Background: an optimization exercise with open tools, aiming at small area. Do not read the settings as production practice. Function was checked by simulation only, so behaviour that the tests miss may differ from the original. Power and IR drop assume default switching activity.

<file path="config.mk">
export PLATFORM = sky130hd
export DESIGN_NAME = platformer_top
export DESIGN_NICKNAME = platformer_top
export VERILOG_FILES = /design/flow/design.v
export SDC_FILE = /design/flow/constraint.sdc
export NUM_CORES = 4
export LEC_CHECK = 0
export CAP_MARGIN = 20
export CORE_MARGIN = 2
export CORE_UTILIZATION = 40
export SLEW_MARGIN = 20
</file>
<file path="constraint.sdc">
create_clock -name core_clock -period 20.0 [get_ports {CLOCK_50}]
set_input_delay 4.0000 -clock core_clock [delete_from_list [all_inputs] [get_ports {CLOCK_50}]]
set_output_delay 4.0000 -clock core_clock [all_outputs]
set_load 0.01 [all_outputs]
</file>
<file path="design.v">
module vga_driver(
    input            clk,
    input            rst,
    input            vga_clk,
    output reg [9:0] xPixel,
    output reg [9:0] yPixel,
    output           hsync,
    output           vsync,
    output           active_pixels
);
    function ge;
        input [9:0] a, b;
        integer i;
        reg r;
        begin
            r = 1'b1;
            for (i = 0; i < 10; i = i + 1)
                r = (a[i] & ~b[i]) | (~(a[i] ^ b[i]) & r);
            ge = r;
        end
    endfunction
    function [9:0] inc10;
        input [9:0] a;
        input       c;
        integer i;
        reg k;
        begin
            k = c;
            for (i = 0; i < 10; i = i + 1) begin
                inc10[i] = a[i] ^ k;
                k = a[i] & k;
            end
        end
    endfunction
    wire x_wrap = vga_clk && (xPixel == 10'd799);
    wire y_wrap = x_wrap && (yPixel == 10'd524);
    assign hsync = ~(ge(xPixel, 10'd655) && !ge(xPixel, 10'd751));
    assign vsync = ~(yPixel == 10'd489 || yPixel == 10'd490);
    assign active_pixels = !ge(xPixel, 10'd640) && !ge(yPixel, 10'd480);
    always @(posedge clk or negedge rst) begin
        if (!rst) begin
            xPixel <= 10'd0;
            yPixel <= 10'd0;
        end else begin
            xPixel <= inc10(xPixel, vga_clk) & {10{~x_wrap}};
            yPixel <= inc10(yPixel, x_wrap) & {10{~y_wrap}};
        end
    end
endmodule
module platform_collision (
    input  wire [9:0] player_x,
    input  wire [9:0] player_y,
    input  wire       level,
    input  wire [9:0] lava_top,       
    input  wire       lava_on,        
    input  wire       hit_lava_wall,
    output wire       on_ground,
    output wire [9:0] land_y,         
    output wire       hit_ceiling,
    output wire       hit_left_wall,
    output wire       hit_right_wall,
    output wire       at_goal_region,
    output wire       in_lava
);
    function ge;
        input [9:0] a, b;
        integer i;
        reg r;
        begin
            r = 1'b1;
            for (i = 0; i < 10; i = i + 1)
                r = (a[i] & ~b[i]) | (~(a[i] ^ b[i]) & r);
            ge = r;
        end
    endfunction
    function inr;
        input [9:0] v, lo, hi;
        begin
            inr = ge(v, lo) && ge(hi, v);
        end
    endfunction
    wire [9:0] x = player_x;
    wire [9:0] y = player_y;
    function gei;
        input [9:0] x;
        input integer t;
        begin
            if (t <= 0)
                gei = 1'b1;
            else if (t >= 1024)
                gei = 1'b0;
            else
                gei = ge(x, t);
        end
    endfunction
    function [4:0] plat;  
        input [9:0] x, y;
        input integer ox0, ox1, lw0, lw1, rw0, rw1, ytop, ybot;
        reg ox, oy;
        begin
            ox = gei(x, ox0) && !gei(x, ox1);
            oy = inr(y, ytop - 16, ybot);
            plat[4] = ox && inr(y, ytop - 16, ytop - 8);
            plat[3] = ox && inr(y, ybot - 12, ybot);
            plat[2] = oy && gei(x, lw0) && !gei(x, lw1);
            plat[1] = oy && gei(x, rw0) && !gei(x, rw1);
            plat[0] = ox;
        end
    endfunction
    wire [4:0] a0  = plat(x, y,   0,   60,   58,   60,   0,   0, 360, 380);   
    wire [4:0] a1  = plat(x, y,  76,  272,  268,  272,  76,  80, 360, 380);   
    wire [4:0] a2  = plat(x, y, 116,  202,  200,  202, 116, 118, 295, 310);   
    wire [4:0] a3  = plat(x, y, 160,  212,  208,  212, 160, 164, 240, 255);   
    wire [4:0] a4  = plat(x, y, 226,  272,  268,  272, 226, 228, 220, 380);   
    wire [4:0] a5  = plat(x, y, 316,  382,  380,  382, 316, 320, 360, 380);   
    wire [4:0] a6  = plat(x, y, 364,  430,  428,  430, 364, 368, 295, 310);   
    wire [4:0] a7  = plat(x, y, 332,  382,  380,  382, 332, 334, 230, 245);   
    wire [4:0] a8  = plat(x, y, 356,  430,  428,  430, 356, 358, 165, 180);   
    wire [4:0] a9  = plat(x, y, 460,  550,  548,  550, 460, 464, 190, 240);   
    wire [4:0] a10 = plat(x, y, 526, 1024, 1024, 1024, 526, 528, 360, 380);   
    wire [4:0] b0  = plat(x, y,   0,  100,   96,  100,   0,   0, 400, 480);   
    wire [4:0] b1  = plat(x, y, 184,  300,  298,  300, 184, 188, 400, 480);   
    wire [4:0] b2  = plat(x, y, 384,  502,  500,  502, 384, 388, 400, 480);   
    wire [4:0] b3  = plat(x, y, 536, 1024, 1024, 1024, 536, 538, 400, 480);   
    wire [4:0] b4  = plat(x, y, 106,  180,  178,  180, 106, 108, 370, 385);   
    wire [4:0] b5  = plat(x, y, 334,  400,  396,  400, 334, 336, 350, 365);   
    wire [4:0] b6  = plat(x, y, 536, 1024, 1024, 1024, 536, 538,  50,  65);   
    wire [4:0] oa = a0 | a1 | a2 | a3 | a4 | a5 | a6 | a7 | a8 | a9 | a10;
    wire [4:0] ob = b0 | b1 | b2 | b3 | b4 | b5 | b6;
    wire [4:0] o  = level ? ob : oa;
    assign on_ground      = o[4];
    assign hit_ceiling    = o[3];
    assign hit_left_wall  = o[2];
    assign hit_right_wall = o[1];
    reg [9:0] ly;
    always @(*) begin
        ly = 10'd0;
        if (!level) begin
            if (inr(y, 344, 352)) ly = ly | 10'd344;
            if (inr(y, 279, 287)) ly = ly | 10'd279;
            if (inr(y, 224, 232)) ly = ly | 10'd224;
            if (inr(y, 204, 212)) ly = ly | 10'd204;
            if (inr(y, 214, 222)) ly = ly | 10'd214;
            if (inr(y, 149, 157)) ly = ly | 10'd149;
            if (inr(y, 174, 182)) ly = ly | 10'd174;
        end else begin
            if (inr(y, 384, 392)) ly = ly | 10'd384;
            if (inr(y, 354, 362)) ly = ly | 10'd354;
            if (inr(y, 334, 342)) ly = ly | 10'd334;
            if (inr(y,  34,  42)) ly = ly | 10'd34;
        end
    end
    assign land_y = ly;
    assign at_goal_region = level ? (!ge(x, 10'd60) && inr(y, 379, 400))
                                  : (ge(x, 10'd564) && inr(y, 339, 360));
    function [5:0] inc6;
        input [5:0] a;
        integer i;
        reg c;
        begin
            c = 1'b1;
            for (i = 0; i < 6; i = i + 1) begin
                inc6[i] = a[i] ^ c;
                c = a[i] & c;
            end
        end
    endfunction
    wire [9:0] feet = {inc6(y[9:4]), y[3:0]};
    wire rising_lava_hit = lava_on && ge(x, 10'd256) && !ge(x, 10'd310) &&
                           ge(feet, lava_top) && ge(10'd479, y);
    wire in_water = ge(y, 10'd384) &&
                    ((ge(x, 10'd100) && !ge(x, 10'd184)) || (ge(x, 10'd300) && !ge(x, 10'd384)) || (ge(x, 10'd502) && !ge(x, 10'd536)));
    assign in_lava = level ? in_water
                           : ((ge(y, 10'd364) && !on_ground) || rising_lava_hit || hit_lava_wall);
endmodule
module player_physics (
    input  wire       clk,
    input  wire       rst,
    input  wire       game_tick,
    input  wire       freeze,
    input  wire       move_left,
    input  wire       move_right,
    input  wire       jump,
    input  wire       on_ground,
    input  wire [9:0] land_y,
    input  wire       hit_ceiling,
    input  wire       hit_left_wall,
    input  wire       hit_right_wall,
    output reg  [9:0] player_x,
    output reg  [9:0] player_y,
    output reg        jump_landed_pulse
);
    function ge;
        input [9:0] a, b;
        integer i;
        reg r;
        begin
            r = 1'b1;
            for (i = 0; i < 10; i = i + 1)
                r = (a[i] & ~b[i]) | (~(a[i] ^ b[i]) & r);
            ge = r;
        end
    endfunction
    function [9:0] add10;
        input [9:0] a, b;
        integer i;
        reg c;
        begin
            c = 1'b0;
            for (i = 0; i < 10; i = i + 1) begin
                add10[i] = a[i] ^ b[i] ^ c;
                c = (a[i] & b[i]) | (c & (a[i] ^ b[i]));
            end
        end
    endfunction
    reg [4:0] vy;           
    reg       was_in_air;
    wire run      = game_tick && !freeze;
    wire go_left  = move_left && !move_right && !hit_left_wall && ge(player_x, 10'd4);
    wire go_right = move_right && !move_left && !hit_right_wall && !ge(player_x, 10'd622);
    wire [9:0] x_step = (run && go_left) ? 10'h3FD : (run && go_right) ? 10'd3 : 10'd0;
    wire       jumping = jump && on_ground;
    wire       landing = on_ground && !jumping;
    wire [4:0] vy_inc  = {vy[4] ^ (&vy[3:0]), vy[3] ^ (&vy[2:0]), vy[2] ^ (&vy[1:0]), vy[1] ^ vy[0], ~vy[0]};
    wire [4:0] vy_fall = (vy_inc == 5'd9) ? 5'd8 : vy_inc;
    wire       stop_up = !on_ground && hit_ceiling && vy_fall[4];
    wire [4:0] dy      = jumping ? 5'b10101 : vy_fall;    
    wire       y_moves = run && !landing && !stop_up;
    wire [9:0] y_move  = add10(player_y, y_moves ? {{5{dy[4]}}, dy} : 10'd0);
    always @(posedge clk or negedge rst) begin
        if (!rst) begin
            player_x          <= 10'd20;
            player_y          <= 10'd344;
            vy                <= 5'd0;
            was_in_air        <= 1'b0;
            jump_landed_pulse <= 1'b0;
        end else begin
            player_x <= add10(player_x, x_step);
            player_y <= (run && landing) ? land_y : y_move;
            if (game_tick) begin
                jump_landed_pulse <= run && landing && was_in_air;
                if (!freeze) begin
                    vy <= y_moves ? dy : 5'd0;
                    if (jumping)
                        was_in_air <= 1'b1;
                    else if (landing)
                        was_in_air <= 1'b0;
                end
            end
        end
    end
endmodule
module lava_controller (
    input  wire       clk,
    input  wire       rst,
    input  wire       game_tick,
    input  wire       freeze,
    input  wire       any_input_level,
    output wire [9:0] lava_wall_x
);
    function [9:0] inc10;
        input [9:0] a;
        input       c;
        integer i;
        reg k;
        begin
            k = c;
            for (i = 0; i < 10; i = i + 1) begin
                inc10[i] = a[i] ^ k;
                k = a[i] & k;
            end
        end
    endfunction
    reg [9:0] w;
    wire waiting = &w[9:7];
    assign lava_wall_x = waiting ? 10'd0 : w;
    wire step = game_tick && !freeze && (w != 10'd630) &&
                ((w != 10'd902) || any_input_level);
    always @(posedge clk or negedge rst) begin
        if (!rst)
            w <= 10'd902;
        else
            w <= inc10(w, step);
    end
endmodule
module enemy_controller (
    input  wire       clk,
    input  wire       rst,
    input  wire       game_tick,
    input  wire       freeze,
    input  wire       level,
    input  wire [9:0] player_x,
    input  wire [9:0] player_y,
    input  wire [9:0] lava_wall_x,
    output reg  [9:0] enemy_x,
    output reg  [9:0] proj0_x,      
    output reg  [9:0] proj1_x,
    output reg  [9:0] proj2_x,      
    output wire       proj0_active,
    output wire       proj1_active,
    output wire       proj2_active,
    output reg  [5:0] q3,           
    output wire       hit_enemy,
    output wire       near_lava_wall   
);
    function ge;
        input [9:0] a, b;
        integer i;
        reg r;
        begin
            r = 1'b1;
            for (i = 0; i < 10; i = i + 1)
                r = (a[i] & ~b[i]) | (~(a[i] ^ b[i]) & r);
            ge = r;
        end
    endfunction
    function [10:0] addc;
        input [9:0] a, b;
        input       cin;
        integer i;
        reg c;
        begin
            c = cin;
            for (i = 0; i < 10; i = i + 1) begin
                addc[i] = a[i] ^ b[i] ^ c;
                c = (a[i] & b[i]) | (c & (a[i] ^ b[i]));
            end
            addc[10] = c;
        end
    endfunction
    reg       dir_left;
    reg [1:0] fired;    
    wire fire = (q3 == 6'd60);
    assign proj0_active = (fired != 2'd0);
    assign proj1_active = fired[1];
    assign proj2_active = (fired == 2'd3) && !ge({4'd0, q3}, 10'd40);
    wire run   = game_tick && level && !freeze;
    wire clear = game_tick && !level;
    wire at_end = dir_left ? !ge(enemy_x, 10'd123) : ge(enemy_x, 10'd562);
    wire move   = run && !at_end;
    wire [9:0] ex_next = addc(enemy_x, move ? (dir_left ? 10'h3FD : 10'd3) : 10'd0, 1'b0);
    wire [9:0] q3_sum = addc({4'd0, q3}, 10'd3, 1'b0);
    wire [5:0] q3_next = q3_sum[5:0];
    always @(posedge clk or negedge rst) begin
        if (!rst) begin
            enemy_x  <= 10'd120;
            dir_left <= 1'b0;
            q3       <= 6'd0;
            fired    <= 2'd0;
        end else begin
            enemy_x  <= clear ? 10'd120 : ex_next;
            if (clear)
                dir_left <= 1'b0;
            else if (run && at_end)
                dir_left <= !dir_left;
            if (clear || (run && fire))
                q3 <= 6'd0;
            else if (run)
                q3 <= q3_next;
            if (clear)
                fired <= 2'd0;
            else if (run && fire && fired != 2'd3)
                fired <= {fired[1] | fired[0], ~fired[0]};
        end
    end
    always @(posedge clk) begin
        if (run && fire) begin
            proj2_x <= proj1_x;
            proj1_x <= proj0_x;
            proj0_x <= enemy_x;
        end
    end
    wire [9:0] npx = ~player_x;
    wire [9:0] npy = ~player_y;
    wire [9:0] nu = addc({3'd0, q3, 1'b0}, npy, 1'b0);    
    wire yh0 = inr(nu, 10'd876, 10'd902);    
    wire yh1 = inr(nu, 10'd750, 10'd776);    
    wire yh2 = inr(nu, 10'd624, 10'd650);    
    wire [9:0] pxs = yh0 ? proj0_x : (yh1 ? proj1_x : proj2_x);
    wire [9:0] n2  = addc(pxs, npx, 1'b0);     
    wire proj_hit = ((yh0 && proj0_active) || (yh1 && proj1_active) || (yh2 && proj2_active)) &&
                    (ge(10'd8, n2) || ge(n2, 10'd1013));
    wire [10:0] n1 = addc(level ? enemy_x : lava_wall_x, npx, 1'b0);
    wire enemy_overlap = (ge(10'd14, n1[9:0]) || ge(n1[9:0], 10'd1008)) &&
                         ge(player_y, 10'd105) && ge(10'd135, player_y);
    assign near_lava_wall = n1[10] || ge(n1[9:0], 10'd1013);
    assign hit_enemy = level && (enemy_overlap || proj_hit);
    function inr;
        input [9:0] v, lo, hi;
        begin
            inr = ge(v, lo) && ge(hi, v);
        end
    endfunction
endmodule
module vga_driver_memory (
    input  wire [9:0] x,
    input  wire [9:0] y,
    input  wire [9:0] player_x,
    input  wire [9:0] player_y,
    input  wire [9:0] lava_wall_x,
    input  wire [9:0] lava_top,      
    input  wire       game_over,
    input  wire       game_win,
    input  wire       level,
    input  wire [9:0] enemy_x,
    input  wire [9:0] proj0_x,
    input  wire [9:0] proj1_x,
    input  wire [9:0] proj2_x,
    input  wire       proj0_active,
    input  wire       proj1_active,
    input  wire       proj2_active,
    input  wire [5:0] q3,
    output wire [7:0] VGA_R,
    output wire [7:0] VGA_G,
    output wire [7:0] VGA_B
);
    function ge;
        input [9:0] a, b;
        integer i;
        reg r;
        begin
            r = 1'b1;
            for (i = 0; i < 10; i = i + 1)
                r = (a[i] & ~b[i]) | (~(a[i] ^ b[i]) & r);
            ge = r;
        end
    endfunction
    function inr;
        input [9:0] v, lo, hi;
        begin
            inr = ge(v, lo) && ge(hi, v);
        end
    endfunction
    function [9:0] addc;
        input [9:0] a, b;
        input       cin;
        integer i;
        reg c;
        begin
            c = cin;
            for (i = 0; i < 10; i = i + 1) begin
                addc[i] = a[i] ^ b[i] ^ c;
                c = (a[i] & b[i]) | (c & (a[i] ^ b[i]));
            end
        end
    endfunction
    localparam LIGHT_GRAY      = 24'hC0C0C0;
    localparam DARK_GRAY       = 24'h505050;
    localparam LAVA_RED        = 24'hFF4500;
    localparam GOLD            = 24'hFFD700;
    localparam PLAYER_COLOR    = 24'h0000FF;
    localparam LAVA_WALL_COLOR = 24'hFF6600;
    localparam BROWN           = 24'h964B00;
    localparam GRASS_GREEN     = 24'h3CB043;
    localparam WATER_BLUE      = 24'h00AFFF;
    localparam ENEMY_COLOR     = 24'hFF00FF;
    localparam PROJ_COLOR      = 24'hFFFFFF;
    wire [9:0] nx = ~x;
    wire [9:0] ny = ~y;
    wire [9:0] npx = addc(player_x, nx, 1'b0);    
    wire [9:0] npy = addc(player_y, ny, 1'b0);    
    wire in_player = (&npx[9:4]) && (&npy[9:4]);
    wire [3:0] sx = ~npx[3:0];
    wire [3:0] sy = ~npy[3:0];
    wire [2:0] h = sx[3] ? ~sx[2:0] : sx[2:0];
    reg figure;
    always @(*) begin
        case (sy)
            4'd0, 4'd1, 4'd2, 4'd3, 4'd4, 4'd5:
                     figure = (h == 3'd5) || (h == 3'd6) || (h == 3'd7);
            4'd9:    figure = (h == 3'd6) || (h == 3'd7);
            4'd10:   figure = (h == 3'd5) || (h == 3'd7);
            4'd11:   figure = (h == 3'd4) || (h == 3'd7);
            4'd12:   figure = (h == 3'd3) || (h == 3'd7);
            4'd14:   figure = (h == 3'd6);
            4'd15:   figure = (h == 3'd5);
            default: figure = (h == 3'd7);    
        endcase
    end
    wire [9:0] nqy = addc({3'd0, q3, 1'b0}, ny, 1'b0);    
    wire row0 = inr(nqy, 10'd876, 10'd887);
    wire row1 = inr(nqy, 10'd750, 10'd761);
    wire row2 = inr(nqy, 10'd624, 10'd635);
    wire erow = inr(y, 10'd120, 10'd135);
    wire [9:0] ob = !level ? lava_wall_x :
                    erow   ? enemy_x :
                    row0   ? proj0_x :
                    row1   ? proj1_x : proj2_x;
    wire [9:0] nob = addc(ob, nx, 1'b0);          
    wire in_wall  = ge(nob, 10'd1014);
    wire in_enemy = erow && (&nob[9:4]);
    wire in_proj  = ((row0 && proj0_active) || (row1 && proj1_active) || (row2 && proj2_active)) &&
                    inr(nob, 10'd1013, 10'd1017);
    localparam C_LIGHT = 4'd0, C_DARK = 4'd1, C_LAVA = 4'd2, C_GOLD = 4'd3,
               C_PLAYER = 4'd4, C_WALL = 4'd5, C_BROWN = 4'd6, C_GRASS = 4'd7,
               C_WATER = 4'd8, C_ENEMY = 4'd9, C_PROJ = 4'd10;
    reg [3:0] c;
    always @(*) begin
        c = C_LIGHT;
        if (!ge(y, 10'd75)) c = C_DARK;
        if (!level) begin
            if (ge(y, 10'd380)) c = C_LAVA;
            if (inr(x, 10'd270, 10'd309) && ge(y, lava_top)) c = C_LAVA;
            if ((inr(x,   0,  60) && inr(y, 360, 380)) ||
                (inr(x,  90, 270) && inr(y, 360, 380)) ||
                (inr(x, 130, 200) && inr(y, 295, 310)) ||
                (inr(x, 175, 210) && inr(y, 240, 255)) ||
                (inr(x, 240, 270) && inr(y, 220, 380)) ||
                (inr(x, 330, 380) && inr(y, 360, 380)) ||
                (inr(x, 380, 430) && inr(y, 295, 310)) ||
                (inr(x, 345, 380) && inr(y, 230, 245)) ||
                (inr(x, 370, 430) && inr(y, 165, 180)) ||
                (inr(x, 475, 550) && inr(y, 190, 240)) ||
                (ge(x, 540)       && inr(y, 360, 380)))
                c = C_DARK;
            if (inr(x, 580, 630) && inr(y, 355, 360)) c = C_GOLD;
            if (in_wall) c = C_WALL;
        end else begin
            if (ge(y, 400))
                c = (inr(x, 101, 199) || inr(x, 301, 399) || inr(x, 501, 549)) ? C_WATER : C_GRASS;
            if ((inr(x, 120, 180) && inr(y, 370, 385)) ||
                (inr(x, 350, 400) && inr(y, 350, 365)))
                c = C_BROWN;
            if (in_enemy) c = C_ENEMY;
            if (in_proj) c = C_PROJ;
            if (inr(x, 10, 60) && inr(y, 395, 400)) c = C_GOLD;
        end
        if (in_player && figure) c = C_PLAYER;
    end
    reg [23:0] t;
    always @(*) begin
        case ({game_over ? 2'd1 : game_win ? 2'd2 : 2'd0, c})
            {2'd0, 4'd0}: t = 24'hC0C0C0;    
            {2'd0, 4'd1}: t = 24'h505050;    
            {2'd0, 4'd2}: t = 24'hFF4500;    
            {2'd0, 4'd3}: t = 24'hFFD700;    
            {2'd0, 4'd4}: t = 24'h0000FF;    
            {2'd0, 4'd5}: t = 24'hFF6600;    
            {2'd0, 4'd6}: t = 24'h964B00;    
            {2'd0, 4'd7}: t = 24'h3CB043;    
            {2'd0, 4'd8}: t = 24'h00AFFF;    
            {2'd0, 4'd9}: t = 24'hFF00FF;    
            {2'd0, 4'd10}: t = 24'hFFFFFF;    
            {2'd1, 4'd0}: t = 24'hE06060;    
            {2'd1, 4'd1}: t = 24'h702828;    
            {2'd1, 4'd2}: t = 24'hFF2200;    
            {2'd1, 4'd3}: t = 24'hFF6B00;    
            {2'd1, 4'd4}: t = 24'h60007F;    
            {2'd1, 4'd5}: t = 24'hFF3300;    
            {2'd1, 4'd6}: t = 24'hF62500;    
            {2'd1, 4'd7}: t = 24'h7C5821;    
            {2'd1, 4'd8}: t = 24'h60577F;    
            {2'd1, 4'd9}: t = 24'hFF007F;    
            {2'd1, 4'd10}: t = 24'hFF7F7F;    
            {2'd2, 4'd0}: t = 24'hF0E0C0;    
            {2'd2, 4'd1}: t = 24'h707050;    
            {2'd2, 4'd2}: t = 24'hFF6500;    
            {2'd2, 4'd3}: t = 24'hFFF700;    
            {2'd2, 4'd4}: t = 24'h3020FF;    
            {2'd2, 4'd5}: t = 24'hFF6600;    
            {2'd2, 4'd6}: t = 24'hB66B00;    
            {2'd2, 4'd7}: t = 24'h3CB043;    
            {2'd2, 4'd8}: t = 24'h30AFFF;    
            {2'd2, 4'd9}: t = 24'hFF20FF;    
            {2'd2, 4'd10}: t = 24'hFFFFFF;    
            default: t = 24'bx;
        endcase
    end
    assign VGA_R = t[23:16];
    assign VGA_G = t[15:8];
    assign VGA_B = t[7:0];
endmodule
module platformer_top (
    input        CLOCK_50,
    input  [3:0] KEY,
    input  [9:0] SW,
    output [9:0] LEDR,
    output [6:0] HEX0,
    output [6:0] HEX1,
    output [6:0] HEX2,
    output [6:0] HEX3,
    output       VGA_BLANK_N,
    output [7:0] VGA_R,
    output [7:0] VGA_G,
    output [7:0] VGA_B,
    output       VGA_CLK,
    output       VGA_HS,
    output       VGA_VS,
    output       VGA_SYNC_N
);
    wire clk = CLOCK_50;
    wire rst = SW[0];
    function ge;
        input [9:0] a, b;
        integer i;
        reg r;
        begin
            r = 1'b1;
            for (i = 0; i < 10; i = i + 1)
                r = (a[i] & ~b[i]) | (~(a[i] ^ b[i]) & r);
            ge = r;
        end
    endfunction
    function [15:0] inc16;
        input [15:0] a;
        input        c;
        integer i;
        reg k;
        begin
            k = c;
            for (i = 0; i < 16; i = i + 1) begin
                inc16[i] = a[i] ^ k;
                k = a[i] & k;
            end
        end
    endfunction
    function [9:0] addc;
        input [9:0] a, b;
        input       cin;
        integer i;
        reg c;
        begin
            c = cin;
            for (i = 0; i < 10; i = i + 1) begin
                addc[i] = a[i] ^ b[i] ^ c;
                c = (a[i] & b[i]) | (c & (a[i] ^ b[i]));
            end
        end
    endfunction
    reg [9:0] tick_counter;
    reg       game_tick;
    always @(posedge clk or negedge rst) begin
        if (!rst) begin
            tick_counter <= 10'd0;
            game_tick    <= 1'b0;
        end else begin
            tick_counter <= addc(tick_counter, 10'd0, 1'b1);
            game_tick    <= &tick_counter;
        end
    end
    assign VGA_CLK    = tick_counter[0];
    assign VGA_SYNC_N = 1'b1;
    wire [9:0] x;
    wire [9:0] y;
    wire       active_pixels;
    vga_driver the_vga (
        .clk          (clk),
        .rst          (rst),
        .vga_clk      (tick_counter[0]),
        .xPixel       (x),
        .yPixel       (y),
        .hsync        (VGA_HS),
        .vsync        (VGA_VS),
        .active_pixels(active_pixels)
    );
    assign VGA_BLANK_N = active_pixels;
    wire move_right = ~KEY[0];
    wire jump       = ~KEY[1];
    wire move_left  = ~KEY[2];
    wire any_input  = move_right | jump | move_left;
    wire level_skip = SW[1];
    reg game_over;
    reg game_win;
    reg level;            
    wire freeze = game_over | game_win;
    reg [15:0] score;
    reg  [9:0] lava_top;    
    reg        lava_rise;
    wire [9:0] player_x;
    wire [9:0] player_y;
    wire       on_ground;
    wire [9:0] land_y;
    wire       hit_ceiling;
    wire       hit_left_wall;
    wire       hit_right_wall;
    wire       at_goal_region;
    wire       in_lava;
    wire       hit_lava_wall;
    wire       hit_enemy;
    wire       jump_landed_pulse;
    wire       near_lava_wall;
    platform_collision collision (
        .player_x      (player_x),
        .player_y      (player_y),
        .level         (level),
        .lava_top      (lava_top),
        .lava_on       (lava_top != 10'd480),
        .hit_lava_wall (hit_lava_wall),
        .on_ground     (on_ground),
        .land_y        (land_y),
        .hit_ceiling   (hit_ceiling),
        .hit_left_wall (hit_left_wall),
        .hit_right_wall(hit_right_wall),
        .at_goal_region(at_goal_region),
        .in_lava       (in_lava)
    );
    wire run      = game_tick && !freeze;
    wire lava_en  = run && !level;
    wire lava_end = lava_rise ? !ge(lava_top, 10'd104) : !ge(10'd477, lava_top);
    wire [9:0] lava_step = addc(lava_top, lava_en ? (lava_rise ? 10'h3FD : 10'd3) : 10'd0, 1'b0);
    reg hit_lava_wall_r;
    assign hit_lava_wall = hit_lava_wall_r;
    always @(posedge clk or negedge rst) begin
        if (!rst) begin
            game_over       <= 1'b0;
            game_win        <= 1'b0;
            level           <= 1'b0;
            score           <= 16'd0;
            lava_top        <= 10'd480;
            lava_rise       <= 1'b1;
            hit_lava_wall_r <= 1'b0;
        end else begin
            score <= inc16(score, run && jump_landed_pulse);
            if (lava_en && lava_end) begin
                lava_top  <= lava_rise ? 10'd100 : 10'd480;
                lava_rise <= !lava_rise;
            end else begin
                lava_top  <= lava_step;
            end
            if (game_tick) begin
                hit_lava_wall_r <= near_lava_wall;
                if (!freeze) begin
                    if (in_lava || hit_enemy)
                        game_over <= 1'b1;
                    else if (at_goal_region || level_skip)
                        game_win <= 1'b1;
                end else if (game_win && !level) begin
                    game_win <= 1'b0;
                    level    <= 1'b1;
                end
            end
        end
    end
    player_physics player (
        .clk              (clk),
        .rst              (rst),
        .game_tick        (game_tick),
        .freeze           (freeze),
        .move_left        (move_left),
        .move_right       (move_right),
        .jump             (jump),
        .on_ground        (on_ground),
        .land_y           (land_y),
        .hit_ceiling      (hit_ceiling),
        .hit_left_wall    (hit_left_wall),
        .hit_right_wall   (hit_right_wall),
        .player_x         (player_x),
        .player_y         (player_y),
        .jump_landed_pulse(jump_landed_pulse)
    );
    wire [9:0] lava_wall_x;
    lava_controller lava (
        .clk            (clk),
        .rst            (rst),
        .game_tick      (game_tick),
        .freeze         (freeze),
        .any_input_level(any_input),
        .lava_wall_x    (lava_wall_x)
    );
    wire [9:0] enemy_x;
    wire [9:0] proj0_x, proj1_x, proj2_x;
    wire       proj0_active, proj1_active, proj2_active;
    wire [5:0] q3;
    enemy_controller enemy_ctrl (
        .clk         (clk),
        .rst         (rst),
        .game_tick   (game_tick),
        .freeze      (freeze),
        .level       (level),
        .player_x    (player_x),
        .player_y    (player_y),
        .lava_wall_x (lava_wall_x),
        .enemy_x     (enemy_x),
        .proj0_x     (proj0_x),
        .proj1_x     (proj1_x),
        .proj2_x     (proj2_x),
        .proj0_active(proj0_active),
        .proj1_active(proj1_active),
        .proj2_active(proj2_active),
        .q3          (q3),
        .hit_enemy   (hit_enemy),
        .near_lava_wall(near_lava_wall)
    );
    vga_driver_memory the_renderer (
        .x           (x),
        .y           (y),
        .player_x    (player_x),
        .player_y    (player_y),
        .lava_wall_x (lava_wall_x),
        .lava_top    (lava_top),
        .game_over   (game_over),
        .game_win    (game_win),
        .level       (level),
        .enemy_x     (enemy_x),
        .proj0_x     (proj0_x),
        .proj1_x     (proj1_x),
        .proj2_x     (proj2_x),
        .proj0_active(proj0_active),
        .proj1_active(proj1_active),
        .proj2_active(proj2_active),
        .q3          (q3),
        .VGA_R       (VGA_R),
        .VGA_G       (VGA_G),
        .VGA_B       (VGA_B)
    );
    function [6:0] seg7;
        input [3:0] d;
        begin
            case (d)
                4'h0: seg7 = 7'b1000000;
                4'h1: seg7 = 7'b1111001;
                4'h2: seg7 = 7'b0100100;
                4'h3: seg7 = 7'b0110000;
                4'h4: seg7 = 7'b0011001;
                4'h5: seg7 = 7'b0010010;
                4'h6: seg7 = 7'b0000010;
                4'h7: seg7 = 7'b1111000;
                4'h8: seg7 = 7'b0000000;
                4'h9: seg7 = 7'b0010000;
                4'hA: seg7 = 7'b0001000;
                4'hB: seg7 = 7'b0000011;
                4'hC: seg7 = 7'b1000110;
                4'hD: seg7 = 7'b0100001;
                4'hE: seg7 = 7'b0000110;
                default: seg7 = 7'b0001110;
            endcase
        end
    endfunction
    assign HEX0 = seg7(score[3:0]);
    assign HEX1 = seg7(score[7:4]);
    assign HEX2 = seg7(score[11:8]);
    assign HEX3 = seg7(score[15:12]);
    assign LEDR = player_x;
endmodule
</file>
<file path="flow/run.sh">
#!/bin/bash
# Own flow: the standard layout, except that synthesis maps the logic
# with an area-oriented ABC script (see synth.tcl).  Each tool's output goes
# to a log file of its own in this folder.
set -euo pipefail
WORK=$(pwd)
export OWN_ABC_SCRIPT="$WORK/flow/abc_area.script"

# synthesis: the standard synthesis script with the ABC script swapped
make -C "$FLOW_HOME" DESIGN_CONFIG="$WORK/config.mk" WORK_HOME="$WORK/orfs" \
    CLKGATE_MAP_FILE= SYNTH_SCRIPT="$WORK/flow/synth.tcl" synth > "$WORK/own_synth.log" 2>&1

# floorplan to the final layout: the standard flow, which reuses the
# synthesised netlist above
bash "$WORK/standard.sh" finish > "$WORK/standard_finish.log" 2>&1
</file>
<file path="flow/abc_area.script">
&get -n
&st
&dch -f
&nf
&st
&dch -f
&nf
&st
&dch -f
&nf
&st
&dch -f
&nf
&st
&dch -f
&nf
&put
</file>
<file path="flow/synth.tcl">
# The standard synthesis (synth_recipe.tcl), with one change: ABC maps the
# combinational logic with the script in flow/abc_area.script instead of ORFS's
# speed script.  Everything before ABC, and so every register, its name and
# its cell, is the standard synthesis's.
proc synth {args} { yosys synth -nofsm -noshare {*}$args }
proc abc {args} {
  set i [lsearch $args -script]
  if {$i >= 0} {
    set args [lreplace $args [expr {$i + 1}] [expr {$i + 1}] $::env(OWN_ABC_SCRIPT)]
  }
  yosys abc {*}$args
}
source $::env(SCRIPTS_DIR)/synth.tcl
# left out here: clear keep_hierarchy, flatten, clean up, hide names made inside functions, write 1_2_yosys.v
</file>
<file path="standard.sh">
#!/bin/bash
# synth_recipe.tcl (not shown) runs the flow's synth.tcl, then flattens the netlist and writes it again
# the make line also repeats each setting of config.mk as NAME=value (left out here)
make -C /OpenROAD-flow-scripts/flow DESIGN_CONFIG=/design/flow/config.mk WORK_HOME=/design/flow/orfs CLKGATE_MAP_FILE= SYNTH_SCRIPT=/design/flow/synth_recipe.tcl "${@:-finish}"
</file>
==> flow_summary.yaml, run 1 <==
finish:
  drive_above_1_share: 0.0462
  fin_util: 0.469
  area_growth_pct: 15.2
  fin_nets: 1807
  num_antenna_cells: 0
die:
  initial_utilization: 0.407
  die_area_um2: 34700
  fp-row-count: 66
  die_x_um: 186
  ios: 82
  die_y_um: 186
  core-area_um2: 32600
timing:
  setup-tns-final_ps: 0
  rsz0062_at_grt: "false"
  max_freq_mhz: 60.5
  min_period_ps: 16540
  finalHoldViolations: 0
  slew_headroom: 0.382
  maxSlewViolCount: 0
  worst_pin_slew_ps: 924
  skew_ps: 12.8
  finalCritPeriodShare: 0.827
  setup_viol: 0
yosys:
  synth-simple-area-share: 0.199
  synth-edff-count: 30
  synth_area_um2: 13300
  ys_seq_elements: 148
  syn_avg_cell_area_um2: 8.96
  synth_top_area_frac: 0.185
  synth_compound_area_frac: 0.196
  synth_fa_ha_area_frac: 0.238
  yosysTopAreaCell: "dfrtp_1"
  muxShareOfSynthArea: 0.0206
  synthTopCellsByCount: "nand2_1, nor2_1, ha_1"
  synth.yosys.seq_area_share: 0.292
  async_reset_ff_frac: 0.797
  yosysWarningCount: 7
  synthTopCellsByArea: "dfrtp_1, fa_1, ha_1"
  synth_xor_area_frac: 0.0191
  syn_inst: 1482
  synthFlopType: "dfrtp_1"
  ys_types: 65
  synth_top_family_by_area: "adder cells"
  synth_fp_nets: 1700
drt:
  routed_wl_mm: 39.6
  detail-route-antenna-nets: 0
  drt_pass1_iterations: 5
  initialDrtViolationCount: 1325
  avgViaCountPerCell: 5.86
  drc_errors: 0
  post_drt_wl_per_cell_um: 19.4
  via_count: 11976
placed_design:
  gp_congestion: 0.968
  dp_hpwl_mm: 30.0
  portBuffers: 71
global_route:
  antenna_found_initial: 1
  grt_pass1_wl_mm: 63.3
  grt-ovfl-total: 0
  grt_max_degree: 72
  grt_util_all_layers: 0.237
  grt_pass1_vias: 11611
run:
  cap_violations: 0
power_and_ir_drop:
  max-vdd-ir-drop_mv: 0.0635
  leakage_uw: 0.00631
  pwr_density_cell_nw_per_um2: 42.8
critical_path:
  path_max_fanout: 18
  critPathMaxStageDelay_ps: 620
  slowest_stage: "or4_1"
  critPathArrivalTime_ps: 12540
  startpoint_type: "flip-flop"
  crit_top_cell: "fa_1"
  setup.worst_path.end_class: "primary output"
  required_ps: 16000
  crit_type: "reg -> out"
cts:
  clk_pin_slew_ps: 70
  cts_tree: "yes"
  cts_made_buffers: 17
  cts_root_buf: "clkbuf_16"
  post_cts_resized: 0
  hold_buffers: 0
  cts_setup_buffers: 0
  h-tree-depth: 4
  clockBufferDepth: 2
  insertion_delay_ps: 450
  clkSinkCount: 148
status:
  status: "complete, no violations"
min_path:
  worstHoldPathType: "reg -> reg"
layer usage:
| metal | vias up | wire length [um] | share of wire | track usage |
|---|---|---|---|---|
| met4 | 2 | 949 | 0.024 | 0.0740 |
| met2 | 471 | 18900 | 0.48 | 0.395 |
| met3 | 86 | 2400 | 0.061 | 0.0421 |
| met5 | - | 13 | 0.00033 | 0 |
| li1 | 5638 | - | - | - |
| met1 | 5779 | 17300 | 0.44 | 0.315 |
cell families after synthesis:
logic type / count (synthesis)
flops: 148
fa+ha+maj: 203
other cells: 1
mux: 27
xor+xnor: 29
simple gates: 539
compound gates: 415
buf+inv: 120
state kept, by name (all words and copies together) (netlist names), 2 cells and up:
signal              cells
enemy_ctrl.enemy_x     10
enemy_ctrl.fired        2
enemy_ctrl.proj0_x     10
enemy_ctrl.proj1_x     10
enemy_ctrl.proj2_x     10
enemy_ctrl.q3           6
lava.w                 10
lava_top               10
player.player_x        10
player.player_y        10
player.vy               5
score                  16
the_vga.xPixel         10
the_vga.yPixel         10
tick_counter           10
layout make-up:
cell class | count | area [um2]
tap | 442 | 553
clock buffer | 17 | 425
inverter | 119 | 447
sequential | 148 | 3880
clock inverter | 15 | 188
multi-input combinational | 1214 | 8960
timing repair buffer | 89 | 843
fill | 3187 | 17300
per-stage QoR:
step                      setup WS (ps)  total power, uW  cell area (um2)  cells  hold slack [ps]
final                              3460              655            15300   2044              472
after global routing               2680              679            15300   2044              485
after CTS                          3510              666            15300   2044              476
after detailed placement           4010              320            14700   2012              459
after global placement             4220              320            14700   2012              450
after floorplan                    4800              313            13300   1482              442
power by group:
group	internal [uW]	switching [uW]
clock network	190	151
registers	307	0
logic	1.04	5.66
final timing paths:
path / start / end / slack, ps / cells past startpoint
min in group asynchronous: SW[0] / the_vga.xPixel[4] / 3580 / 1
min: tick_counter[1] / tick_counter[1] / 470 / 1
max in group asynchronous: SW[0] / player.player_x[0] / 15050 / 2
max: the_vga.yPixel[1] / VGA_G[1] / 3460 / 40
max reg2reg: player.player_y[1] / game_win / 10420 / 38
min reg2reg: tick_counter[1] / tick_counter[1] / 470 / 1
worst max-delay path: cells and delay by family (launching register included):
kind	cells	cell delay, ps
adder cells (fa/ha/maj)	17	5980
XOR/XNOR	2	300
AND/OR/NAND/NOR	5	1930
AO/OA/AOI/OAI	8	1730
buffers and inverters	8	1650
flip-flops	1	480
cell usage in the layout (no fill, tap or decap), drive strengths merged, types with 20 or more instances in the layout:
cell type,instances
a21o,45
nand4,21
o21ai,99
nand2b,30
edfxtp,30
a21oi,119
nand2,132
a31oi,25
o211ai,20
nor4,26
ha,120
clkinv,123
dfstp,20
fa,83
nor3,47
dfrtp,98
nor2b,35
clkdlybuf4s50,70
nor2,132
nand3,49
mux2i,24
==> inputs of run 2 (changes only) <==
--- a/flow/run.sh
+++ b/flow/run.sh
@@ -1,5 +1,5 @@
 #!/bin/bash
 # Own flow: the standard layout, except that synthesis maps the logic
-# with an area-oriented ABC script (see synth.tcl).  Each tool's output goes
+# for area (see synth.tcl) and the port buffers are the smallest buffers.  Each tool's output goes
 # to a log file of its own in this folder.
 set -euo pipefail
@@ -12,4 +12,6 @@
 
 # floorplan to the final layout: the standard flow, which reuses the
-# synthesised netlist above
-bash "$WORK/standard.sh" finish > "$WORK/standard_finish.log" 2>&1
+# synthesised netlist above.  Every input and output port still gets a
+# buffer, but the smallest buffer cell rather than the default choice.
+bash "$WORK/standard.sh" "BUFFER_PORTS_ARGS=-buffer_cell sky130_fd_sc_hd__buf_1" finish \
+    > "$WORK/standard_finish.log" 2>&1
==> flow/abc_area.script (replaced) <==
&get -n
&st
&dch -f
&nf -R 1000
&st
&dch -f
&nf -R 1000
&st
&dch -f
&nf -R 1000
&st
&dch -f
&nf -R 1000
&st
&dch -f
&nf -R 1000
&put
==> flow/synth.tcl (replaced) <==
# The standard synthesis (synth_recipe.tcl), with two changes to how the
# combinational logic is mapped:
#  - extract_fa extracts full adders only, not half adders: half-adder
#    extraction also grabs XOR/AND pairs out of decoders and comparisons,
#    which ABC then cannot optimise;
#  - ABC maps with the area-oriented script in flow/abc_area.script instead
#    of ORFS's speed script (which also buffers and upsizes for timing).
# Everything before, and so every register, its name and its cell, is the
# standard synthesis's.
proc synth {args} { yosys synth -nofsm -noshare {*}$args }
proc abc {args} {
  set i [lsearch $args -script]
  if {$i >= 0} {
    set args [lreplace $args [expr {$i + 1}] [expr {$i + 1}] $::env(OWN_ABC_SCRIPT)]
  }
  yosys abc {*}$args
}
proc extract_fa {args} { yosys extract_fa -fa {*}$args }
source $::env(SCRIPTS_DIR)/synth.tcl
# left out here: clear keep_hierarchy, flatten, clean up, hide names made inside functions, write 1_2_yosys.v
==> flow_summary.yaml, run 2 <==
yosys:
  synth-simple-area-share: 0.256
  synth.most_common_cell: "nand2_1"
  ys_seq_elements: 148
  synth.yosys.seq_area_share: 0.308
  synthTopCellsByCount: "nand2_1, nor2_1, a21oi_1"
  synth_top_family_by_area: "simple AND/OR/NAND/NOR gates"
  synth_fp_nets: 1611
  synth_top_area_frac: 0.195
  synthTopCellsByArea: "dfrtp_1, fa_1, edfxtp_1"
  async_reset_ff_frac: 0.797
  ys_types: 64
  yosysWarningCount: 7
  syn_avg_cell_area_um2: 8.32
  synth_fa_ha_area_frac: 0.132
  muxShareOfSynthArea: 0.0183
  synth_area_um2: 12600
  yosysTopAreaCell: "dfrtp_1"
  synth_xor_area_frac: 0.0438
  synthFlopType: "dfrtp_1"
  syn_inst: 1513
  synth-edff-count: 30
  synth_compound_area_frac: 0.212
global_route:
  grt_util_all_layers: 0.248
  grt_pass1_wl_mm: 64.9
  grt-ovfl-total: 0
  grt_pass1_vias: 11613
  antenna_found_initial: 0
  grt_max_degree: 65
cts:
  post_cts_resized: 0
  h-tree-depth: 4
  clockBufferDepth: 2
  cts_made_buffers: 17
  clk_pin_slew_ps: 70
  hold_buffers: 0
  clkSinkCount: 148
  cts_tree: "yes"
  cts_root_buf: "clkbuf_16"
  insertion_delay_ps: 460
  cts_setup_buffers: 0
critical_path:
  path_max_fanout: 21
  slowest_stage: "or4_1"
  startpoint_type: "flip-flop"
  cp_num_buf_inv: 6
  critPathArrivalTime_ps: 11630
  cp_top_family: "adder cells"
  crit_top_cell: "fa_1"
  critPathMaxStageDelay_ps: 840
  required_ps: 16000
  setup.worst_path.end_class: "primary output"
  crit_type: "reg -> out"
drt:
  post_drt_wl_per_cell_um: 19.7
  drt_pass1_iterations: 6
  initialDrtViolationCount: 1328
  via_count: 12269
  detail-route-antenna-nets: 0
  avgViaCountPerCell: 6.05
  routed_wl_mm: 39.9
  drc_errors: 0
finish:
  area_growth_pct: 11.8
  top_register: "score"
  largest_register_ffs: 16
  final_common_cell: "nand2_1"
  fin_cells: 2028
  num_antenna_cells: 0
  layout.cells.most_common_list: "nand2_1, nor2_1, a21oi_1"
  fin_nets: 1717
  drive_above_1_share: 0.0460
placed_design:
  dp_hpwl_mm: 29.6
  portBuffers: 71
  place_inst: 1996
  gp_congestion: 0.942
timing:
  setup-tns-final_ps: 0
  setup_viol: 0
  finalCritPeriodShare: 0.781
  max_freq_mhz: 64.0
  hold_ws_ps: 476
  min_period_ps: 15630
  rsz0062_at_grt: "false"
  skew_ps: 13.5
  maxSlewViolCount: 0
  finalHoldViolations: 0
  slew_headroom: 0.382
  worst_pin_slew_ps: 903
die:
  ios: 82
  core-area_um2: 30800
  die_y_um: 181
  initial_utilization: 0.408
  die_area_um2: 32900
  die_x_um: 181
  fp-row-count: 64
power_and_ir_drop:
  pwr_density_cell_nw_per_um2: 46.8
  leakage_uw: 0.00523
  power.total_uw: 658
  max-vdd-ir-drop_mv: 0.0603
status:
  status: "complete, no violations"
min_path:
  worstHoldPathType: "reg -> reg"
run:
  cap_violations: 0
-- run 2: path summary, 6_finish.rpt --
| path | end | startpoint | slack, ps | cells after the start |
|---|---|---|---|---|
| max | VGA_G[1] | the_vga.yPixel[2] | 4370 | 38 |
| min in group asynchronous | player.vy[1] | SW[0] | 3680 | 1 |
| max in group asynchronous | level | SW[0] | 14990 | 2 |
| max reg2reg | game_win | player.player_y[1] | 10090 | 32 |
| min | tick_counter[6] | tick_counter[6] | 480 | 1 |
| min reg2reg | tick_counter[6] | tick_counter[6] | 480 | 1 |
-- run 2: worst register-to-register path, delay by kind of cell, from the launching register on --
family | cells | cell delay, ps
AO/OA/AOI/OAI | 7 | 2390
AND/OR/NAND/NOR | 7 | 900
adder cells (fa/ha/maj) | 13 | 4920
flip-flops | 1 | 680
multiplexers | 1 | 230
buffers and inverters | 4 | 650
-- run 2: through the flow --
| stage | area (um2) | utilization | worst slack [ps] |
|---|---|---|---|
| final | 14100 | 0.456 | 4370 |
| after global routing | 14100 | 0.456 | 3600 |
| after CTS | 14100 | 0.456 | 4380 |
| after detailed placement | 13500 | 0.438 | 4890 |
| after global placement | 13500 | 0.438 | 5080 |
| after floorplan | 12600 | - | 4960 |
-- run 2: final cells by class --
type                            count  area, um2
Fill cell                        3070      16800
Multi-Input combinational cell   1268       8360
Sequential cell                   148       3880
Tap cell                          396        495
Clock buffer                       18        439
Timing Repair Buffer               88        398
Inverter                           96        360
Clock inverter                     14        134
-- run 2: cell families after synthesis --
kind of cell | after synthesis
buf+inv | 97
flops | 148
fa+ha+maj | 83
xor+xnor | 63
compound gates | 414
simple gates | 684
mux | 23
other cells | 1
-- run 2: per-layer routing --
layer	up-vias	track usage	wire (um)
li1	5758	-	-
met1	5919	0.354	18000
met2	525	0.387	18200
met3	67	0.0369	2780
met4	0	0.0784	869
met5	-	0	0
-- run 2: power breakdown --
| part | leakage [uW] | internal, uW | switching [uW] |
|---|---|---|---|
| sequential | 0.00169 | 308 | 3.88 |
| combinational | 0.00326 | 7.63 | 19.4 |
| clock | 0.000286 | 168 | 151 |
==> inputs of run 3 (changes only) <==
==> run.sh (new file) <==
#!/bin/bash
# synth_recipe.tcl (not shown) runs the flow's synth.tcl, then flattens the netlist and writes it again
# the make line also repeats each setting of config.mk as NAME=value (left out here)
make -C /OpenROAD-flow-scripts/flow DESIGN_CONFIG=/design/flow/config.mk WORK_HOME=/design/flow/orfs CLKGATE_MAP_FILE= SYNTH_SCRIPT=/design/flow/synth_recipe.tcl finish
removed: flow/run.sh
removed: flow/abc_area.script
removed: flow/synth.tcl
removed: standard.sh
==> flow_summary.yaml, run 3 <==
die:
  fp-row-count: 69
  die_x_um: 194
  die_y_um: 194
  die_area_um2: 37700
  initial_utilization: 0.407
  core-area_um2: 35600
  ios: 82
finish:
  largest_register_ffs: 16
  fin_nets: 1838
  area_growth_pct: 11.6
  top_register: "score"
  drive_above_1_share: 0.0802
  num_antenna_cells: 0
  layout.cells.most_common_list: "nor2_1, ha_1, inv_1"
  fillers: 3429
  final_common_cell: "nor2_1"
critical_path:
  required_ps: 16000
  slowest_stage: "a311oi_4"
  crit_type: "reg -> out"
  path_max_fanout: 17
  critPathMaxStageDelay_ps: 750
  cp_top_family: "adder cells"
  critPathArrivalTime_ps: 11660
  cp_num_buf_inv: 7
  startpoint_type: "flip-flop"
  crit_top_cell: "fa_1"
  setup.worst_path.end_class: "primary output"
yosys:
  synth.yosys.seq_area_share: 0.268
  synth_area_um2: 14500
  syn_avg_cell_area_um2: 9.06
  yosysTopAreaCell: "dfrtp_1"
  synthTopCellsByCount: "nor2_1, ha_1, inv_1"
  syn_inst: 1596
  async_reset_ff_frac: 0.797
  synth_fp_nets: 1814
  ys_seq_elements: 148
  synth.most_common_cell: "nor2_1"
  synthTopCellsByArea: "dfrtp_1, fa_1, ha_1"
  yosysWarningCount: 7
  ys_types: 103
  synth_top_area_frac: 0.170
  synth-edff-count: 30
  synthFlopType: "dfrtp_1"
timing:
  timing.final.ws_setup_ps: 4340
  setup-tns-final_ps: 0
  max_freq_mhz: 63.9
  min_period_ps: 15660
  rsz0062_at_grt: "false"
  skew_ps: 10.4
  slew_headroom: 0.322
  hold_ws_ps: 465
  setup_viol: 0
  maxSlewViolCount: 0
  worst_pin_slew_ps: 1000
  finalCritPeriodShare: 0.783
  finalHoldViolations: 0
drt:
  initialDrtViolationCount: 1326
  post_drt_wl_per_cell_um: 20.1
  via_count: 12668
  routed_wl_mm: 42.0
  drt_pass1_iterations: 7
  avgViaCountPerCell: 6.05
  detail-route-antenna-nets: 0
  drc_errors: 0
min_path:
  worstHoldPathType: "reg -> reg"
global_route:
  antenna_found_initial: 0
  grt_pass1_wl_mm: 68.2
  grt-ovfl-total: 0
  grt_util_all_layers: 0.226
  grt_pass1_vias: 12209
  grt_max_degree: 61
cts:
  clkSinkCount: 148
  post_cts_resized: 0
  cts_root_buf: "clkbuf_16"
  clockBufferDepth: 2
  cts_made_buffers: 17
  cts_tree: "yes"
  insertion_delay_ps: 440
  hold_buffers: 0
  clk_pin_slew_ps: 60
  h-tree-depth: 4
  cts_setup_buffers: 0
status:
  status: "complete, no violations"
power_and_ir_drop:
  power.total_uw: 642
  leakage_uw: 0.00686
  max-vdd-ir-drop_mv: 0.0598
  pwr_density_cell_nw_per_um2: 39.8
run:
  cap_violations: 0
placed_design:
  place_ws_ps: 4790
  portBuffers: 71
  dp_hpwl_mm: 31.2
  gp_congestion: 0.910
run 3: cell count changes after synthesis, sizes merged, moves of 16 or more:
cell | before | now
clkinv | 96 | 2
ha | 0 | 120
nand2 | 193 | 101
nor2 | 191 | 127
nor2b | 27 | 45
buf | 1 | 49
a211oi | 11 | 27
clkbuf | 0 | 41
xnor2 | 40 | 19
inv | 0 | 117
a21oi | 112 | 77
run 3: stage by stage:
step                instances  area [um2]  utilization
floorplan                1596       14500            -
global placement         2062       15500        0.437
detailed placement       2062       15500        0.437
CTS                      2094       16100        0.454
global route             2094       16100        0.454
finish                   2094       16100        0.454
run 3: kinds of logic after synthesis:
logic type,after synthesis,synth area share
muxes,44,0.0344
DFF,148,0.268
xor gates and xnor gates,33,0.0205
buffers and inverters,209,0.0587
AOI/OAI and AO/OA,428,0.210
and+or+nand+nor,530,0.190
adders and majority gates,203,0.219
other,1,0.000259
run 3: worst register-to-register path, delay by kind of cell, from the launching register on:
kind	cells	cell delay, ps
AND/OR/NAND/NOR	2	310
multiplexers	2	290
buffers and inverters	8	800
adder cells (fa/ha/maj)	17	5370
XOR/XNOR	1	310
flip-flops	1	700
AO/OA/AOI/OAI	5	1160
run 3: where the power goes:
group          total (uW)  switching [uW]  internal (uW)
clock                 329             145            183
combinational        6.80            5.63           1.16
sequential            307               0            307
total                 642             151            491
run 3: cell type report:
cell class,instances,area (um2),area share
inverters,119,447,0.0277
repair buffers,95,888,0.0550
clock inverters,12,121,0.00752
flip-flops and latches,148,3880,0.240
clock buffers,20,489,0.0303
well taps,461,577,0.0357
multi-input cells,1239,9740,0.604
run 3: final timing paths:
check,startpoint,endpoint,slack [ps],cells past startpoint
worst min-delay path,tick_counter[9],tick_counter[9],470,1
max in group asynchronous,SW[0],the_vga.xPixel[9],15060,2
worst max-delay path,the_vga.yPixel[1],VGA_B[5],4340,38
worst min register to register,tick_counter[9],tick_counter[9],470,1
worst max register to register,player.player_y[1],game_win,10950,35
min in group asynchronous,SW[0],player.player_y[5],3630,1
run 3: routing by layer:
| layer | vias up | global-route usage | routed length [um] |
|---|---|---|---|
| met5 | - | 0 | 0 |
| met4 | 0 | 0.0522 | 573 |
| met3 | 36 | 0.0417 | 2900 |
| met2 | 472 | 0.358 | 19300 |
| met1 | 6244 | 0.320 | 19200 |
| li1 | 5916 | - | - |

## separate check: timing with driven ports
The results above use ideal ports. As a check the final layouts listed here were re-extracted and re-timed, cells and wires unchanged.
Step 1 sets driving cells, clkbuf_16 on the clock port and buf_2 on the other inputs (assumed; they add their load-dependent delay and slew).
Step 2 adds t to the input delays and takes it off the output delays; t is the mean of the earliest and latest rising clock arrival at the registers after step 1. Input paths then give back, and output paths get back, about the clock's delay inside the block.
a / b / c = ideal ports / drivers / drivers and shift; a / b = the first two.
run	t (ns)	setup WS [ns]	worst slew at a driven data input, ns
run 1	0.499	3.463 / 3.409 / 3.909	0.03
run 2	0.498	4.375 / 4.326 / 4.825	0.05
run 3	0.494	4.341 / 4.286 / 4.780	0.03
After both steps setup and hold are still met in every run listed.
